Source: an optimization exercise on an open RTL-to-GDS flow (aim: small area and a short achievable clock period). Production flows keep margins and buffers that such runs may drop.

== v6 ==
==> flow/design.v <==
module mod_fold(input [31:0] a, output [22:0] s);
wire [3:0] t0_sel = a[31:28];
wire [19:0] t0 =
    ({20{t0_sel == 4'd1}} & 20'd635539) |
    ({20{t0_sel == 4'd2}} & 20'd36977) |
    ({20{t0_sel == 4'd3}} & 20'd672516) |
    ({20{t0_sel == 4'd4}} & 20'd73954) |
    ({20{t0_sel == 4'd5}} & 20'd709493) |
    ({20{t0_sel == 4'd6}} & 20'd110931) |
    ({20{t0_sel == 4'd7}} & 20'd746470) |
    ({20{t0_sel == 4'd8}} & 20'd147908) |
    ({20{t0_sel == 4'd9}} & 20'd783447) |
    ({20{t0_sel == 4'd10}} & 20'd184885) |
    ({20{t0_sel == 4'd11}} & 20'd820424) |
    ({20{t0_sel == 4'd12}} & 20'd221862) |
    ({20{t0_sel == 4'd13}} & 20'd857401) |
    ({20{t0_sel == 4'd14}} & 20'd258839) |
    ({20{t0_sel == 4'd15}} & 20'd894378);
wire [2:0] t1_sel = a[27:25];
wire [20:0] t1 =
    ({21{t1_sel == 3'd1}} & 21'd233705) |
    ({21{t1_sel == 3'd2}} & 21'd467410) |
    ({21{t1_sel == 3'd3}} & 21'd701115) |
    ({21{t1_sel == 3'd4}} & 21'd934820) |
    ({21{t1_sel == 3'd5}} & 21'd1168525) |
    ({21{t1_sel == 3'd6}} & 21'd168129) |
    ({21{t1_sel == 3'd7}} & 21'd401834);
wire [2:0] t2_sel = a[24:22];
wire [20:0] t2 =
    ({21{t2_sel == 3'd1}} & 21'd492001) |
    ({21{t2_sel == 3'd2}} & 21'd984002) |
    ({21{t2_sel == 3'd3}} & 21'd241902) |
    ({21{t2_sel == 3'd4}} & 21'd733903) |
    ({21{t2_sel == 3'd5}} & 21'd1225904) |
    ({21{t2_sel == 3'd6}} & 21'd483804) |
    ({21{t2_sel == 3'd7}} & 21'd975805);
assign s = a[21:0] + t0 + t1 + t2;
endmodule
module mod_top(input [22:0] s, output [21:0] x);
wire [2:0] k_sel = s[22:20];
wire [20:0] k =
    ({21{k_sel == 3'd1}} & 21'd1048576) |
    ({21{k_sel == 3'd2}} & 21'd863051) |
    ({21{k_sel == 3'd3}} & 21'd677526) |
    ({21{k_sel == 3'd4}} & 21'd492001) |
    ({21{k_sel == 3'd5}} & 21'd306476) |
    ({21{k_sel == 3'd6}} & 21'd120951) |
    ({21{k_sel == 3'd7}} & 21'd1169527);
assign x = s[19:0] + k;
endmodule
module mod_final(input [21:0] x, output [20:0] r);
wire [22:0] d = {1'b0, x} - 23'd1234101;
assign r = d[22] ? x[20:0] : d[20:0];
endmodule
module integer_division_modulus(input [31:0] a, output [20:0] r);
wire [22:0] s;
wire [21:0] x;
mod_fold A0 (.a(a), .s(s));
mod_top B0 (.s(s), .x(x));
mod_final C0 (.x(x), .r(r));
endmodule
module mod_reg(
    input clk,
    input [31:0] a,
    output reg [31:0] r
    );
wire [22:0] s;
wire [21:0] x;
wire [20:0] rc;
mod_fold A0 (.a(a), .s(s));
reg [22:0] q;
always @(posedge clk) q <= s;
mod_top B0 (.s(q), .x(x));
mod_final C0 (.x(x), .r(rc));
always @* r = {11'd0, rc};
endmodule
clock: 28.0 ns
lec_check: 0
cap_margin: 20
core_margin: 2
core_utilization: 40
slew_margin: 20
standard.sh (not shown) runs the stock make flow with config.mk's settings and CLKGATE_MAP_FILE= SYNTH_SCRIPT=/design/flow/synth_recipe.tcl, a recipe that flattens the netlist after the stock synthesis.
==> flow/flow/run.sh <==
#!/bin/bash
# The standard layout (standard.sh, the ORFS flow) with these changes:
#  - synthesis maps with flow/abc.script (flow/synth.tcl is synth_recipe.tcl with abc's script swapped);
#  - ports are buffered with buf_1 instead of the flow's default pick;
#  - any extra ORFS make variables listed in flow/knobs.txt (one per line).
# The make output goes to flow.log; each ORFS step keeps its own log under orfs/logs/.
set -euo pipefail
W=$PWD
sed -e "s#SYNTH_SCRIPT=[^ ]*#SYNTH_SCRIPT=$W/flow/synth.tcl#" standard.sh > my_standard.sh
export MY_ABC_SCRIPT=$W/flow/abc.script
EXTRA=()
if [[ -f flow/knobs.txt ]]; then
  while IFS= read -r line; do [[ -n "$line" ]] && EXTRA+=("$line"); done < flow/knobs.txt
fi
bash my_standard.sh "BUFFER_PORTS_ARGS=-buffer_cell sky130_fd_sc_hd__buf_1" "${EXTRA[@]}" finish > flow.log 2>&1
==> flow/flow/abc.script <==
strash
&get -n
&fraig -x
&put
scorr
dc2
dretime
strash
&get -n
&dch -f
&nf {D}
&put
buffer
upsize {D}
dnsize {D}
stime -p
==> flow/flow/synth.tcl <==
# synth_recipe.tcl with one change: abc maps with flow/abc.script (area-recovering
# mapping) instead of ORFS's speed script. Everything else is the standard synthesis.
proc synth {args} { yosys synth -nofsm -noshare {*}$args }
proc abc {args} {
  set i [lsearch -exact $args -script]
  if {$i >= 0} { lset args [expr {$i + 1}] $::env(MY_ABC_SCRIPT) }
  set i [lsearch -exact $args -D]
  if {$i >= 0} { set args [lreplace $args $i [expr {$i + 1}]] }
  if {[info exists ::env(MY_ABC_D)]} { lappend args -D $::env(MY_ABC_D) }
  yosys abc {*}$args
}
source $::env(SCRIPTS_DIR)/synth.tcl
# left out here: clear keep_hierarchy, flatten, clean up, hide names made inside functions, write 1_2_yosys.v
For v7, these inputs were changed with respect to v6:
-- flow/design.v --
<<< v6, line 26
    ({21{t1_sel == 3'd6}} & 21'd168129) |
    ({21{t1_sel == 3'd7}} & 21'd401834);
wire [2:0] t2_sel = a[24:22];
wire [20:0] t2 =
    ({21{t2_sel == 3'd1}} & 21'd492001) |
    ({21{t2_sel == 3'd2}} & 21'd984002) |
    ({21{t2_sel == 3'd3}} & 21'd241902) |
    ({21{t2_sel == 3'd4}} & 21'd733903) |
    ({21{t2_sel == 3'd5}} & 21'd1225904) |
    ({21{t2_sel == 3'd6}} & 21'd483804) |
    ({21{t2_sel == 3'd7}} & 21'd975805);
assign s = a[21:0] + t0 + t1 + t2;
endmodule
module mod_top(input [22:0] s, output [21:0] x);
>>> v7, line 26
    ({21{t1_sel == 3'd6}} & 21'd168129) |
    ({21{t1_sel == 3'd7}} & 21'd401834);
wire [3:0] t2_sel = a[24:21];
wire [20:0] t2 =
    ({21{t2_sel == 4'd1}} & 21'd863051) |
    ({21{t2_sel == 4'd2}} & 21'd492001) |
    ({21{t2_sel == 4'd3}} & 21'd120951) |
    ({21{t2_sel == 4'd4}} & 21'd984002) |
    ({21{t2_sel == 4'd5}} & 21'd612952) |
    ({21{t2_sel == 4'd6}} & 21'd241902) |
    ({21{t2_sel == 4'd7}} & 21'd1104953) |
    ({21{t2_sel == 4'd8}} & 21'd733903) |
    ({21{t2_sel == 4'd9}} & 21'd362853) |
    ({21{t2_sel == 4'd10}} & 21'd1225904) |
    ({21{t2_sel == 4'd11}} & 21'd854854) |
    ({21{t2_sel == 4'd12}} & 21'd483804) |
    ({21{t2_sel == 4'd13}} & 21'd112754) |
    ({21{t2_sel == 4'd14}} & 21'd975805) |
    ({21{t2_sel == 4'd15}} & 21'd604755);
assign s = a[20:0] + t0 + t1 + t2;
endmodule
module mod_top(input [22:0] s, output [21:0] x);
Results
- Global routing usage on met3 | v7 below v6
- v7 vs v6: relative area change from synthesis to final layout down in v7
- Adder-cell share of the synthesized area in v7 is 1.5 points below v6.
- Between v7 and v6, filler cell count is higher for v7, v6 comes in under that.
- For v7, the capture point of the critical path was r[13], unlike v6, where it was r[3].
- v7 does worse than v6 on final critical path time including I/O delays and setup.
- Area: v7 vs v6 -> v7 larger
- v7 finished every step from synthesis to the final layout, and the layout passed the timing, design-rule and antenna checks.
No functional check of the RTL was part of any run of this note.

what the ideal ports hide:
How much do the figures lean on ideal ports? The routed layouts below were timed once more, with nothing changed but the port constraints. Step 1, drivers: a clkbuf_16 drives clk and a buf_2 each remaining input, both assumed. Step 2 moves the port delays by t, midway between the first and last clock arrival at a register: inputs arrive t later, outputs are due t later. That takes back most of the time a late clock gives input paths. a / b / c = ideal ports / drivers / drivers and shift; a / b = the first two.
run	t, ns	setup WS [ns]	clock arrival spread, ns	worst register clock-pin slew, ns
v6	0.276	16.821 / 16.794 / 16.725	0.002 / 0.001	0.07 / 0.07
v7	0.272	16.527 / 16.503 / 16.517	0.002 / 0.001	0.07 / 0.07
After both steps setup and hold are still met in every run listed. The setup slack of v6, which loses most, moves by -0.027 ns with the drivers and by -0.096 ns with both steps.
